This is an optimization exercise on Yosys and OpenROAD, whose aim is small area and a short achievable clock period, not a production implementation.
Only simulation tests tie the RTL to the original design; equivalence was not proved.
The flow treats the clock pin as an ideal source, which a real chip does not have.

## flow/design.v (module list and top-level ports; edited modules follow where they fit)
// module fir_32nd: 2020 lines
// module fir_fa: 4 lines
// module fir_ha: 4 lines
module fir_32nd (
    input clk,
    input reset,
    input signed [15:0] data_in,
    output reg signed [15:0] filtered_output
);
  // ...
==> flow/flow/run.sh <==
#!/bin/bash
# Own flow: the standard synthesis, then the standard ORFS steps with
# faster port buffers and a larger setup margin for timing repair.
set -e
bash standard.sh synth > synth.log 2>&1
bash standard.sh SETUP_SLACK_MARGIN=10 BUFFER_PORTS_ARGS="-buffer_cell sky130_fd_sc_hd__buf_4" finish > layout.log 2>&1
==> flow/standard.sh <==
#!/bin/bash
# synth_recipe.tcl (not shown) runs the flow's synth.tcl, then flattens the netlist and writes it again
# the make line also repeats each setting of config.mk as NAME=value (left out here)
make -C /OpenROAD-flow-scripts/flow DESIGN_CONFIG=/design/flow/config.mk WORK_HOME=/design/flow/orfs CLKGATE_MAP_FILE= SYNTH_SCRIPT=/design/flow/synth_recipe.tcl "${@:-finish}"
==> flow/config.mk <==
export PLATFORM = sky130hd
export DESIGN_NAME = fir_32nd
export DESIGN_NICKNAME = fir_32nd
export VERILOG_FILES = /design/flow/design.v
export SDC_FILE = /design/flow/constraint.sdc
export NUM_CORES = 4
export LEC_CHECK = 0
export CAP_MARGIN = 20
export CORE_MARGIN = 2
export CORE_UTILIZATION = 45
export SLEW_MARGIN = 20
export SYNTH_HIERARCHICAL = 1
==> flow/constraint.sdc <==
create_clock -name core_clock -period 15.0 [get_ports {clk}]
set_input_delay 3.0000 -clock core_clock [delete_from_list [all_inputs] [get_ports {clk}]]
set_output_delay 3.0000 -clock core_clock [all_outputs]
set_load 0.01 [all_outputs]
==> reports/results.ini, run 1 <==
[outcome]
status = timing/DRC/antenna clean

[timing]
tns_ps = 0
setup_viol = 0
min_period_ps = 4620
maxSlewViolCount = 0

[detailed_routing]
drc = 0
first_pass_iters = 5
drt-total-wl_um = 109000

[final_layout]
final_cell_mix = fa_1 (814), dfrtp_1 (541), inv_1 (278), ha_1 (211), dfxtp_1 (210)
finalNetCount = 3825

[clocking]
root_buffer = clkbuf_16
numCtsBuffers = 80
clock_latency_ps = 650
clk_pin_slew_ps = 60

[yosys]
synthTopCellsByArea = fa_1 (39%), dfrtp_1 (33%), dfxtp_1 (10%)
synth-seq-cells = 751
async_flop_share_pct = 72.0

[floorplanning]
die_y_um = 308

[global_routing]
grt_max_degree = 177

[worst_hold_path]
min_from = x14[7]

[placed_design]
place_ws_ps = 9250
portBuffers = 33
place_congestion = 0.951

[setup_path]
crit_required_ps = 15700
path_depth = 4

[run]
max_cap_violations = 0

==> run 2: changes to the inputs <==
==> flow/flow/run.sh (replaced) <==
#!/bin/bash
# Own flow: the standard synthesis, then the standard ORFS steps with
# faster port buffers and a larger setup margin for timing repair.
set -e
bash standard.sh synth > synth.log 2>&1
bash standard.sh SETUP_SLACK_MARGIN=11 BUFFER_PORTS_ARGS="-buffer_cell sky130_fd_sc_hd__buf_4" finish > layout.log 2>&1
==> reports/results.ini, run 2 <==
[outcome]
status = timing/DRC/antenna clean

[setup_path]
critPathKind = reg2reg
cp_common_cell = fa_1
critPathMaxFanout = 3
path_buf_inv = 2
cpPeakStageDelay_ps = 560
cp-start-kind = flip-flop
arrival_ps = 4750
end_kind = flip-flop
crit_required_ps = 15590  ; -110 ps
cp_top_family = adder cells
crit_chain = fa_1 -> fa_1 -> fa_1 -> inv_1 -> fa_1 -> inv_2 -> fa_2 -> fa_1 -> fa_2
slowest_stage = fa_1

[detailed_routing]
drt-total-wl_um = 111000  ; +2.6%
vias = 21900
wire_per_inst_um = 26.9
antenna_left = 0
drt_iter0_markers = 1703
first_pass_iters = 5  ; unchanged
drc = 0  ; unchanged
via_per_inst = 5.30

[timing]
setup_viol = 0  ; unchanged
tns_ps = 0  ; unchanged
max_freq_ghz = 0.241
rsz0062_at_grt = true
maxSlewViolCount = 0  ; unchanged
hold_slack_ps = 329
min_period_ps = 4150  ; -468 ps
worst_pin_slew_ps = 965
hold_viol_final = 0
finalCritPeriodShare_pct = 27.7
maxSlewHeadroom_pct = 35.7
fin_skew_ps = 29.9

[yosys]
synth_edf_count = 0
synth_cell_types = 64
yosysTopAreaCell = fa_1
synthTopCellsByCount = fa_1 (814), dfrtp_1 (541), inv_1 (279)
syn_avg_cell_area_um2 = 15.6
yosysMostFrequentCell = fa_1
yosysWarnings = 7
async_flop_share_pct = 72.0  ; unchanged
synth_top_area_share_pct = 39.1
yosysSeqAreaShare_pct = 42.6
synthCells = 2672
synthTopCellsByArea = fa_1 (39%), dfrtp_1 (33%), dfxtp_1 (10%)
netlist_area_um2 = 41600
synth_nets = 3715
synth-seq-cells = 751  ; unchanged
ys.flop_type = dfrtp_1

[clocking]
root_buffer = clkbuf_16
htree_levels = 3
clkSinkCount = 751
clockBufferDepth = 3
clock_latency_ps = 660  ; about the same
cts_tree = built
clk_pin_slew_ps = 60  ; about the same
numCtsBuffers = 80  ; unchanged

[final_layout]
n_fill_cell = 7501
utilization_pct = 52.1
syn_to_final_growth_pct = 14.8
final_common_cell = fa_1
reg.largest.list = R2a x31, R2b x31
finalNetCount = 3921  ; +2.5%
design_area_um2 = 47800
drive_gt1_share_pct = 18.3
final_cell_mix = fa_1 (713), dfrtp_1 (501), inv_1 (260), ha_1 (208), dfxtp_1 (133)

[global_routing]
grt_overflow = 0
grt_pass1_wl_um = 165000
grt_pass1_vias = 24800
grt_max_degree = 165  ; -6.8%
antenna_found_initial = 3
grt_usage_pct = 24.5

[floorplanning]
rows = 111
die_x_um = 308
die_y_um = 308  ; unchanged
dieArea_um2 = 95000
initial_core_util_pct = 45.4
pin_count = 34
coreArea_um2 = 91700

[placed_design]
place_congestion = 0.951  ; unchanged
place_area_um2 = 43400
portBuffers = 33  ; unchanged
hpwl_um = 88100

[worst_hold_path]
hold_class = reg2reg

[run]
max_cap_violations = 0  ; unchanged

## run 2: through the flow
step           worst slack (ps)  instances
2_1_floorplan              4640       2672
3_3_place_gp               9350       3886
3_5_place_dp               9250       3886
4_1_cts                   10800       4092
5_1_grt                   10770       4131
6_report                  10850       4132
## run 2: worst paths after layout
check | start | end | slack (ps) | depth (start not counted)
setup / recovery | x1[6] | R1b[14] | 10850 | 9
hold / removal | x14[7] | x15[7] | 330 | 0
setup reg to reg | x1[6] | R1b[14] | 10850 | 9
hold reg to reg | x14[7] | x15[7] | 330 | 0
max in group asynchronous | reset | filtered_output[14] | 11170 | 3
min in group asynchronous | reset | x7[4] | 2480 | 2
## run 2: area by class of cell
cell class | instances | area [um2] | share of cell area (%)
clock inverters | 36 | 505 | 1.06
clock buffers | 113 | 2270 | 4.74
flip-flops and latches | 751 | 18100 | 37.8
repair inverters | 1 | 5.00 | 0.0105
inverters | 279 | 1050 | 2.20
multi-input cells | 1632 | 23100 | 48.4
well taps | 1186 | 1480 | 3.10
diodes | 1 | 2.50 | 0.00524
repair buffers | 133 | 1260 | 2.64
## run 2: per-layer routing
metal	global-route usage, %	part of all wire [%]	vias to the layer above
li1	-	-	9045
met1	34.9	44	11900
met2	38.9	47	735
met5	0	0	-
met3	3.70	5.6	179
met4	8.33	3.5	0
## run 2: cells by family after synthesis
group | after synthesis | synth area share (%)
xor+xnor | 87 | 1.83
fa+ha+maj | 1025 | 45.5
mux | 4 | 0.0961
compound gates | 289 | 4.70
other cells | 1 | 0.00900
flops | 751 | 42.6
buf+inv | 289 | 2.60
simple gates | 226 | 2.69
## run 2: worst register-to-register path: cells and delay by family, from the launching register on
| kind | cells | cell delay [ps] |
|---|---|---|
| adder cells (fa/ha/maj) | 7 | 3480 |
| flip-flops | 1 | 510 |
| buffers and inverters | 2 | 100 |
## run 2: what timing repair did
| item | in CTS | in global routing |
|---|---|---|
| gates resized for setup | 248 | 117 |
| pin swaps | 51 | 91 |
| setup endpoints to repair | 316 | 236 |
| hold buffers | 0 | 0 |
| gates cloned | 2 | 0 |
| buffers inserted | 55 | 39 |
## run 2: Yosys stat by module (local to each module, per instance)
module | cell area (um2) | times used | flip-flops and latches
fir_32nd | 25100 | 1 | 751
fir_fa | 20.0 | 791 | 0
fir_ha | 12.5 | 54 | 0
==> run 3: changes to the inputs <==
==> flow/flow/run.sh (replaced) <==
#!/bin/bash
# Own flow: the standard synthesis, then the standard ORFS steps with
# faster port buffers, a reset buffer tree and a larger setup margin.
set -e
bash standard.sh synth > synth.log 2>&1
bash standard.sh SETUP_SLACK_MARGIN=10 BUFFER_PORTS_ARGS="-buffer_cell sky130_fd_sc_hd__buf_4" PRE_RESIZE_TCL=$PWD/flow/pre_resize.tcl finish > layout.log 2>&1
==> flow/flow/pre_resize.tcl (new file) <==
# Split high-fanout nets (the reset net) into a buffer tree.
set_max_fanout 10 [current_design]
==> reports/results.ini, run 3 <==
[yosys]
synth_nets = 3715  ; unchanged
synthMuxAreaShare_pct = 0.0961  ; unchanged
ys.flop_type = dfrtp_1
synth_edf_count = 0  ; unchanged
synthCells = 2672  ; unchanged
synth_top_area_share_pct = 39.1  ; unchanged
synth_top_family_by_area = adder cells
async_flop_share_pct = 72.0  ; unchanged
synth_cell_types = 64  ; unchanged
synth-simple-area-share_pct = 2.69  ; unchanged
yosysTopAreaCell = fa_1
yosysSeqAreaShare_pct = 42.6  ; unchanged
synth-seq-cells = 751  ; unchanged
synth_xor_area_share_pct = 1.83  ; unchanged
syn_avg_cell_area_um2 = 15.6  ; unchanged
yosysWarnings = 7  ; unchanged
synthTopCellsByArea = fa_1 (39%), dfrtp_1 (33%), dfxtp_1 (10%)
synthTopCellsByCount = fa_1 (814), dfrtp_1 (541), inv_1 (279)
yosysMostFrequentCell = fa_1
synth_compound_area_share_pct = 4.70  ; unchanged
netlist_area_um2 = 41600  ; unchanged
synth_adder_area_share_pct = 45.5  ; unchanged

[placed_design]
hpwl_um = 91500  ; +3.8%
place_area_um2 = 44100  ; +1.7%
place_congestion = 0.951  ; unchanged
portBuffers = 33  ; unchanged

[timing]
tns_ps = 0  ; unchanged
worst_pin_slew_ps = 822  ; -143 ps
rsz0062_at_grt = false
max_freq_ghz = 0.207  ; -14%
hold_viol_final = 0  ; unchanged
maxSlewHeadroom_pct = 45.2  ; +9.5 points
fin_skew_ps = 38.8  ; +8.96 ps
maxSlewViolCount = 0  ; unchanged
finalCritPeriodShare_pct = 32.2  ; +4.5 points
setup_viol = 0  ; unchanged
min_period_ps = 4840  ; +682 ps

[worst_hold_path]
hold_path_end = x11[1]
holdPathStages = 0  ; unchanged
min_from = x10[1]
hold_class = reg2reg

[detailed_routing]
antenna_left = 0  ; unchanged
drt_iter0_markers = 1594  ; -6.4%
drt-total-wl_um = 111000  ; -0.45%
first_pass_iters = 5  ; unchanged
drc = 0  ; unchanged
via_per_inst = 5.30  ; about the same
wire_per_inst_um = 27.0  ; +0.18%
vias = 21800  ; -0.54%

[final_layout]
drive_gt1_share_pct = 7.67  ; -11 points
num_antenna_cells = 0  ; -1
final_common_cell = fa_1
finalNetCount = 3898  ; -0.59%
n_fill_cell = 7573  ; +0.96%
design_area_um2 = 46900  ; -2.0%
utilization_pct = 51.1  ; -1.0 points
regArea_um2 = 17700  ; -1.9%
multi_input_area_um2 = 22800  ; -1.4%
syn_to_final_growth_pct = 12.5
reg.largest.list = R2a x31, R2b x31
final_cell_mix = fa_1 (814), dfrtp_1 (541), inv_1 (278), ha_1 (211), dfxtp_1 (210)

[setup_path]
cpPeakStageDelay_ps = 680  ; +120 ps
timing.rr.start = G6[5]
cp-start-kind = input port
critPathMaxFanout = 10  ; +7
reg2reg_to = R2b[11]
rrSetupSlack_ps = 10500  ; -350 ps
crit_required_ps = 15840  ; +250 ps
cp_top_family = buffers and inverters
arrival_ps = 5670  ; +920 ps
ff2ff_path_depth = 8  ; -1
critPathKind = in2async
slowest_stage = clkdlybuf4s50_1
end_kind = asynchronous set/reset pin
crit_chain = buf_4 -> clkinvlp_4 -> clkdlybuf4s50_1 -> buf_4 -> buf_12 -> clkdlybuf4s15_2 -> clkdlybuf4s50_1 -> clkdlybuf4s15_2
path_buf_inv = 8  ; +6

[clocking]
numCtsBuffers = 80  ; unchanged
clock_latency_ps = 670  ; about the same
clkSinkCount = 751  ; unchanged
root_buffer = clkbuf_16
cts_tree = built
clockBufferDepth = 3  ; unchanged
clk_pin_slew_ps = 60  ; about the same
holdBufCountCts = 0  ; unchanged
htree_levels = 3  ; unchanged

[floorplanning]
initial_core_util_pct = 45.4  ; unchanged
pin_count = 34  ; unchanged
die_y_um = 308  ; unchanged
dieArea_um2 = 95000  ; unchanged
rows = 111  ; unchanged
coreArea_um2 = 91700  ; unchanged
die_x_um = 308  ; unchanged

[global_routing]
grt_pass1_wl_um = 165000  ; +0.42%
grt_max_degree = 15  ; -91%
grt_usage_pct = 24.6  ; +0.10 points
antenna_found_initial = 7  ; +4
grt_overflow = 0  ; unchanged
grt_pass1_vias = 25000  ; +0.65%

[outcome]
status = timing/DRC/antenna clean

[run]
max_cap_violations = 0  ; unchanged

==> run 3: cell counts after synthesis <==
Identical to the previous run, type by type.
==> run 3: Yosys stat by module (local to each module, per instance) <==
module | cells inside | flip-flops and latches | copies in the design | cell area, um2
fir_fa | 1 | 0 | 791 | 20.0
fir_ha | 1 | 0 | 54 | 12.5
fir_32nd | 1827 | 751 | 1 | 25100
==> run 3: routing by layer <==
metal,global-route usage (%),vias up,wire [um]
met5,0,-,27
li1,-,8992,-
met1,35.0,11900,48600
met2,38.6,750,51100
met4,8.85,4,3910
met3,4.12,174,7180
==> run 3: final cells by class <==
class | instances | share of cell area, %
Multi-Input combinational cell | 1632 | 48.7
Clock buffer | 114 | 4.82
Clock inverter | 33 | 1.08
Sequential cell | 751 | 37.9
Inverter | 279 | 2.24
Tap cell | 1186 | 3.17
Timing Repair Buffer | 111 | 2.14
==> run 3: worst max-delay path by stage <==
stage                          to  cells after the start  startpoint
5_1_grt                   x15[13]                      7       reset
6_report                   x17[0]                      8       reset
3_5_place_dp                p6[6]                      9       reset
2_1_floorplan  filtered_output[0]                      1       reset
3_3_place_gp              p10[16]                      4       reset
4_1_cts                   x19[12]                      8       reset
==> run 3: repair_timing <==
| item | 4_1_cts | 5_1_grt |
|---|---|---|
| endpoints found under the hold margin | 0 | 0 |
| endpoints found under the setup margin | 391 | 139 |
| setup buffers | 0 | 0 |
| resized for setup | 105 | 24 |
==> run 3: logic make-up (layout without fill, tap and decap cells) <==
kind of cell / Yosys count / after routing
AOI/OAI and AO/OA: 289 / 289
other: 1 / 1
buffers and inverters: 289 / 537
DFF: 751 / 751
xor gates and xnor gates: 87 / 87
adders and majority gates: 1025 / 1025
muxes: 4 / 4
and+or+nand+nor: 226 / 226
==> run 3: through the flow <==
stage | instances | hold slack, ps | setup WS, ps
after floorplan | 2672 | 331 | 4640
after global placement | 3886 | 331 | 9350
after detailed placement | 3959 | 335 | 6800
after CTS | 4106 | 317 | 10000
after global routing | 4106 | 332 | 10000
final | 4106 | 325 | 10160
==> run 4: changes to the inputs <==
==> flow/flow/run.sh (replaced) <==
#!/bin/bash
# Own flow: the standard synthesis, then the standard ORFS steps with
# faster port buffers, a reset buffer tree and a larger setup margin.
set -e
bash standard.sh synth > synth.log 2>&1
bash standard.sh SETUP_SLACK_MARGIN=11 BUFFER_PORTS_ARGS="-buffer_cell sky130_fd_sc_hd__buf_4" PRE_RESIZE_TCL=$PWD/flow/pre_resize.tcl finish > layout.log 2>&1
==> reports/results.ini, run 4 <==
[clocking]
holdBufCountCts = 0  ; unchanged
cts_tree = built
clk_pin_slew_ps = 60  ; about the same
clock_latency_ps = 680  ; about the same
root_buffer = clkbuf_16
numCtsBuffers = 80  ; unchanged
htree_levels = 3  ; unchanged
clkSinkCount = 751  ; unchanged
clockBufferDepth = 3  ; unchanged

[global_routing]
met3_usage_pct = 4.56  ; +0.44 points
grt_max_degree = 15  ; unchanged
busiest_layer = met2
grtUsageMet2_pct = 39.4  ; +0.78 points
grt_usage_pct = 25.0  ; +0.33 points
grt_pass1_vias = 25400  ; +1.6%
grt_pass1_wl_um = 167000  ; +1.1%
antenna_found_initial = 7  ; unchanged
use_met1_pct = 34.8  ; -0.22 points
grt_overflow = 0  ; unchanged

[final_layout]
finalNetCount = 4022  ; +3.2%
n_fill_cell = 7447  ; -1.7%
drive_gt1_share_pct = 20.7  ; +13 points
final_common_cell = fa_1
multi_input_area_um2 = 23200  ; +1.5%
final_cell_mix = fa_1 (712), dfrtp_1 (498), inv_1 (250), ha_1 (208), buf_4 (141)
regArea_um2 = 18100  ; +2.0%
reg.largest.list = R2a x31, R2b x31
syn_to_final_growth_pct = 16.7
design_area_um2 = 48600  ; +3.7%

[worst_hold_path]
hold_path_end = x11[1]
hold_class = reg2reg
holdPathStages = 0  ; unchanged
min_from = x10[1]

[timing]
maxSlewViolCount = 0  ; unchanged
tns_ps = 0  ; unchanged
rsz0062_at_grt = true
fin_skew_ps = 44.9  ; +6.07 ps
min_period_ps = 4150  ; -682 ps
worst_pin_slew_ps = 642  ; -180 ps
hold_viol_final = 0  ; unchanged
max_freq_ghz = 0.241  ; +16%
maxSlewHeadroom_pct = 57.0  ; +12 points
setup_viol = 0  ; unchanged
finalCritPeriodShare_pct = 27.7  ; -4.5 points

[yosys]
synthTopCellsByCount = fa_1 (814), dfrtp_1 (541), inv_1 (279)
synth_xor_area_share_pct = 1.83  ; unchanged
yosysWarnings = 7  ; unchanged
yosysTopAreaCell = fa_1
synthCells = 2672  ; unchanged
synthTopCellsByArea = fa_1 (39%), dfrtp_1 (33%), dfxtp_1 (10%)
synth_top_family_by_area = adder cells
yosysSeqAreaShare_pct = 42.6  ; unchanged
synth_top_area_share_pct = 39.1  ; unchanged
ys.flop_type = dfrtp_1
synth_cell_types = 64  ; unchanged
synth_compound_area_share_pct = 4.70  ; unchanged
async_flop_share_pct = 72.0  ; unchanged
yosysMostFrequentCell = fa_1
synth-simple-area-share_pct = 2.69  ; unchanged
synth_edf_count = 0  ; unchanged
netlist_area_um2 = 41600  ; unchanged
synth-seq-cells = 751  ; unchanged
synth_nets = 3715  ; unchanged
syn_avg_cell_area_um2 = 15.6  ; unchanged
synth_adder_area_share_pct = 45.5  ; unchanged
synthMuxAreaShare_pct = 0.0961  ; unchanged

[setup_path]
reg2reg_to = R1b[11]
timing.rr.start = x1[3]
critPathKind = reg2reg
cp-start-kind = flip-flop
rrSetupSlack_ps = 10850  ; +350 ps
crit_required_ps = 15600  ; -240 ps
ff2ff_path_depth = 9  ; +1
end_kind = flip-flop
arrival_ps = 4760  ; -910 ps
critPathMaxFanout = 2  ; -8

[floorplanning]
coreArea_um2 = 91700  ; unchanged
initial_core_util_pct = 45.4  ; unchanged
pin_count = 34  ; unchanged
rows = 111  ; unchanged
die_x_um = 308  ; unchanged
dieArea_um2 = 95000  ; unchanged
die_y_um = 308  ; unchanged

[detailed_routing]
drt-total-wl_um = 113000  ; +1.9%
drt_iter0_markers = 1534  ; -3.8%
antenna_left = 0  ; unchanged
first_pass_iters = 7  ; +2
vias = 22200  ; +2.1%
wire_per_inst_um = 26.7  ; -1.1%
via_per_inst = 5.25  ; -0.96%
drc = 0  ; unchanged

[outcome]
status = timing/DRC/antenna clean

[placed_design]
portBuffers = 33  ; unchanged
place_congestion = 0.951  ; unchanged
hpwl_um = 91500  ; unchanged
place_area_um2 = 44100  ; unchanged

[run]
max_cap_violations = 0  ; unchanged

run 4: cell counts after synthesis:
Identical to the previous run, type by type.
run 4: worst max path at each step:
stage                       start            endpoint  slack [ps]  depth (start not counted)
2_1_floorplan               reset  filtered_output[0]        4640                          1
3_3_place_gp                reset             p10[16]        9350                          4
3_5_place_dp                reset               p6[6]        6800                          9
4_1_cts        filtered_output[5]  filtered_output[5]       10800                          1
5_1_grt                     x1[4]             R1b[12]       10780                          9
6_report                    x1[3]             R1b[11]       10850                          9
run 4: layer usage:
metal | vias up | wire, um
met3 | 191 | 6750
met5 | - | 27
met2 | 727 | 52100
li1 | 9244 | -
met1 | 12100 | 49300
met4 | 4 | 4690
run 4: logic make-up (layout without fill, tap and decap cells):
logic type | count (synthesis) | in the layout
muxes | 4 | 4
and+or+nand+nor | 226 | 226
AOI/OAI and AO/OA | 289 | 289
DFF | 751 | 751
other | 1 | 2
xor gates and xnor gates | 87 | 87
adders and majority gates | 1025 | 1025
buffers and inverters | 289 | 661
run 4: repair_timing:
item	in CTS	in global routing
pin swaps	58	105
resized for setup	465	172
setup buffers	54	70
setup endpoints to repair	585	298
cloned	0	0
run 4: worst max-delay path: stages, from the launching register on:
cell	delay [ps]
dfrtp_4	500
fa_1	550
fa_1	430
fa_1	520
inv_1	50
fa_1	510
inv_2	50
fa_2	520
fa_1	440
fa_2	550
run 4: layout make-up:
class / instances / area share, %
multi-input cells: 1632 / 47.6
flip-flops and latches: 751 / 37.2
inverters: 279 / 2.16
repair buffers: 235 / 4.24
clock buffers: 114 / 4.65
clock inverters: 33 / 1.04
diodes: 1 / 0.00515
well taps: 1186 / 3.05
run 4: through the flow:
step / util [%] / setup slack, ps / instances / hold slack [ps]
floorplan: - / 4640 / 2672 / 331
global placement: 47.4 / 9350 / 3886 / 331
detailed placement: 48.2 / 6800 / 3959 / 335
CTS: 52.2 / 10800 / 4160 / 317
global route: 53.0 / 10780 / 4230 / 331
finish: 53.0 / 10850 / 4231 / 325
run 4: modules after synthesis, one instance, submodules excluded:
module    copies in the design  flip-flops and latches  cell area, um2
fir_fa                     791                       0            20.0
fir_ha                      54                       0            12.5
fir_32nd                     1                     751           25100
==> run 5: changes to the inputs <==
==> flow/flow/run.sh (replaced) <==
#!/bin/bash
# Own flow: the standard synthesis, then the standard ORFS steps with
# buf_4 port buffers, no delay cells in buffering, a fanout limit that
# turns the reset net into a buffer tree, and a larger setup margin so
# timing repair works on the paths that set the achieved period.
set -e
H=$PWD/flow/hook.tcl
bash standard.sh synth > synth.log 2>&1
bash standard.sh SETUP_SLACK_MARGIN=11 BUFFER_PORTS_ARGS="-buffer_cell sky130_fd_sc_hd__buf_4" \
  PRE_GLOBAL_PLACE_TCL=$H PRE_RESIZE_TCL=$H PRE_CTS_TCL=$H PRE_GLOBAL_ROUTE_TCL=$H finish > layout.log 2>&1
==> flow/flow/hook.tcl (new file) <==
# Keep delay cells out of buffering and sizing; split high-fanout nets (the reset net).
set_dont_use [get_lib_cells {sky130_fd_sc_hd__clkdlybuf4s* sky130_fd_sc_hd__dlygate4sd* sky130_fd_sc_hd__dlymetal6s*}]
set_max_fanout 16 [current_design]
removed: flow/flow/pre_resize.tcl
==> reports/results.ini, run 5 <==
[timing]
hold_viol_final = 0  ; unchanged
min_period_ps = 4180  ; +26.9 ps
maxSlewHeadroom_pct = 50.2  ; -6.8 points
setup_viol = 0  ; unchanged
worst_pin_slew_ps = 747  ; +105 ps
fin_skew_ps = 30.5  ; -14.4 ps
finalCritPeriodShare_pct = 27.9  ; +0.18 points
rsz0062_at_grt = true
maxSlewViolCount = 0  ; unchanged
tns_ps = 0  ; unchanged
max_freq_ghz = 0.239  ; -0.64%

[floorplanning]
dieArea_um2 = 95000  ; unchanged
die_y_um = 308  ; unchanged
pin_count = 34  ; unchanged
rows = 111  ; unchanged
initial_core_util_pct = 45.4  ; unchanged
die_x_um = 308  ; unchanged
coreArea_um2 = 91700  ; unchanged

[yosys]
async_flop_share_pct = 72.0  ; unchanged
synthTopCellsByCount = fa_1 (814), dfrtp_1 (541), inv_1 (279)
synth-seq-cells = 751  ; unchanged
synth_top_area_share_pct = 39.1  ; unchanged
synth_edf_count = 0  ; unchanged
ys.flop_type = dfrtp_1
syn_avg_cell_area_um2 = 15.6  ; unchanged
synthTopCellsByArea = fa_1 (39%), dfrtp_1 (33%), dfxtp_1 (10%)
netlist_area_um2 = 41600  ; unchanged
yosysMostFrequentCell = fa_1
synthCells = 2672  ; unchanged
yosysSeqAreaShare_pct = 42.6  ; unchanged
synth_nets = 3715  ; unchanged
synth_cell_types = 64  ; unchanged
yosysTopAreaCell = fa_1
yosysWarnings = 7  ; unchanged

[final_layout]
design_area_um2 = 47800  ; -1.7%
drive_gt1_share_pct = 17.3  ; -3.4 points
finalNetCount = 3998  ; -0.60%
multi_input_area_um2 = 23100  ; -0.16%
final_cell_mix = fa_1 (717), dfrtp_1 (500), inv_1 (260), ha_1 (208), dfxtp_1 (133)
regArea_um2 = 18100  ; -0.18%
final_common_cell = fa_1
num_antenna_cells = 0  ; -1
reg.largest.list = R2a x31, R2b x31
utilization_pct = 52.1  ; -0.91 points
syn_to_final_growth_pct = 14.7
n_fill_cell = 7551  ; +1.4%

[detailed_routing]
wire_per_inst_um = 26.6  ; -0.33%
drt_iter0_markers = 1474  ; -3.9%
vias = 22100  ; -0.60%
via_per_inst = 5.25  ; about the same
drt-total-wl_um = 112000  ; -0.92%
drc = 0  ; unchanged
first_pass_iters = 5  ; -2
antenna_left = 0  ; unchanged

[outcome]
status = timing/DRC/antenna clean

[clocking]
clock_latency_ps = 650  ; -30 ps
clk_pin_slew_ps = 60  ; about the same
numCtsBuffers = 80  ; unchanged
holdBufCountCts = 0  ; unchanged
cts_tree = built
clkSinkCount = 751  ; unchanged

[global_routing]
grt_usage_pct = 24.7  ; -0.25 points
antenna_found_initial = 4  ; -3
grt_max_degree = 17  ; +2
grt_pass1_wl_um = 166000  ; -0.99%
grt_overflow = 0  ; unchanged
grt_pass1_vias = 25300  ; -0.075%

[worst_hold_path]
hold_class = reg2reg
holdPathStages = 0  ; unchanged
hold_path_end = x13[3]
min_from = x12[3]

[setup_path]
crit_required_ps = 15590  ; about the same
critPathKind = reg2reg
ff2ff_path_depth = 9  ; unchanged
rrSetupSlack_ps = 10820  ; -30 ps
critPathMaxFanout = 3  ; +1
reg2reg_to = R1b[14]
timing.rr.start = x1[6]
cp-start-kind = flip-flop
arrival_ps = 4770  ; about the same
end_kind = flip-flop

[placed_design]
portBuffers = 33  ; unchanged
place_area_um2 = 43500  ; -1.4%
place_congestion = 0.929  ; -2.3%
hpwl_um = 90900  ; -0.70%

[run]
max_cap_violations = 0  ; unchanged

==> run 5: cell counts after synthesis <==
No cell type changed its count.
==> run 5: worst max path at each step <==
stage                        startpoint                   to  slack [ps]
finish                            x1[6]              R1b[14]       10820
global route                      x1[6]              R1b[14]       10750
CTS                 filtered_output[15]  filtered_output[15]       10790
detailed placement                reset               p15[0]        8350
global placement                  reset               p15[0]        8670
floorplan                         reset   filtered_output[0]        4640
==> run 5: metal layers <==
| layer | vias to the layer above | global-route usage (%) | routed length [um] |
|---|---|---|---|
| met2 | 713 | 39.7 | 52800 |
| li1 | 9192 | - | - |
| met1 | 12000 | 34.3 | 48700 |
| met3 | 203 | 4.38 | 6690 |
| met5 | - | 0 | 0 |
| met4 | 0 | 8.38 | 3720 |
==> run 5: timing repair <==
| action | CTS | global route |
|---|---|---|
| setup endpoints to repair | 460 | 228 |
| gates resized for setup | 289 | 140 |
| setup buffers | 60 | 72 |
| pin swaps | 31 | 88 |
==> run 5: cells by family after synthesis <==
family                     share of synthesized area [%]
muxes                                             0.0961
buffers and inverters                               2.60
xor gates and xnor gates                            1.83
AOI/OAI and AO/OA                                   4.70
and+or+nand+nor                                     2.69
other                                            0.00900
DFF                                                 42.6
adders and majority gates                           45.5
==> run 5: per-module statistics from Yosys (local to each module, per instance) <==
module / times used / flip-flops and latches / cell area, um2 / cells
fir_32nd: 1 / 751 / 25100 / 1827
fir_fa: 791 / 0 / 20.0 / 1
fir_ha: 54 / 0 / 12.5 / 1
==> run 5: final cells by class <==
cell class | count | share of cell area [%]
Tap cell | 1186 | 3.11
Timing Repair Buffer | 211 | 2.66
Clock buffer | 108 | 4.86
Inverter | 279 | 2.20
Multi-Input combinational cell | 1632 | 48.4
Clock inverter | 39 | 0.990
Sequential cell | 751 | 37.8
==> run 5: metrics by stage <==
step | setup slack [ps] | std cells | hold slack, ps
after floorplan | 4640 | 2672 | 331
after global placement | 8670 | 3927 | 332
after detailed placement | 8350 | 3927 | 335
after CTS | 10790 | 4134 | 347
after global routing | 10750 | 4206 | 349
final | 10820 | 4206 | 342
==> run 5: worst max-delay path, stage by stage (launching register included) <==
cell     delay (ps)
dfrtp_4         520
fa_2            590
fa_1            430
fa_1            500
inv_1            50
fa_1            490
inv_1            50
fa_2            530
fa_2            440
fa_2            530

## separate check: timing with driven ports
The results above use ideal ports. As a check the final layouts listed here were re-extracted and re-timed, cells and wires unchanged.
Step 1 (the two cells are an assumption about what drives the block):
set clk [get_ports {clk}]
set_driving_cell -lib_cell sky130_fd_sc_hd__clkbuf_16 $clk
set_driving_cell -lib_cell sky130_fd_sc_hd__buf_2 [delete_from_list [all_inputs] $clk]
Step 2 moves the port delays by t, midway between the first and last clock arrival at a register: inputs arrive t later, outputs are due t later. That takes back most of the time a late clock gives input paths.
a / b / c = ideal / step 1 / step 2; a / b = the first two.
run | t (ns) | slack for setup (ns) | worst slew at a driven data input, ns
run 1 | 0.704 | 10.378 / 10.420 / 9.717 | 0.05
run 2 | 0.704 | 10.846 / 10.786 / 10.509 | 0.05
run 3 | 0.718 | 10.163 / 10.209 / 9.491 | 0.05
run 4 | 0.720 | 10.845 / 10.784 / 10.440 | 0.05
run 5 | 0.704 | 10.818 / 10.778 / 10.513 | 0.05
After both steps setup and hold are still met in every run listed. The setup slack of run 3, which loses most, moves by +0.046 ns with the drivers and by -0.672 ns with both steps. Setup slack includes reset recovery checks.
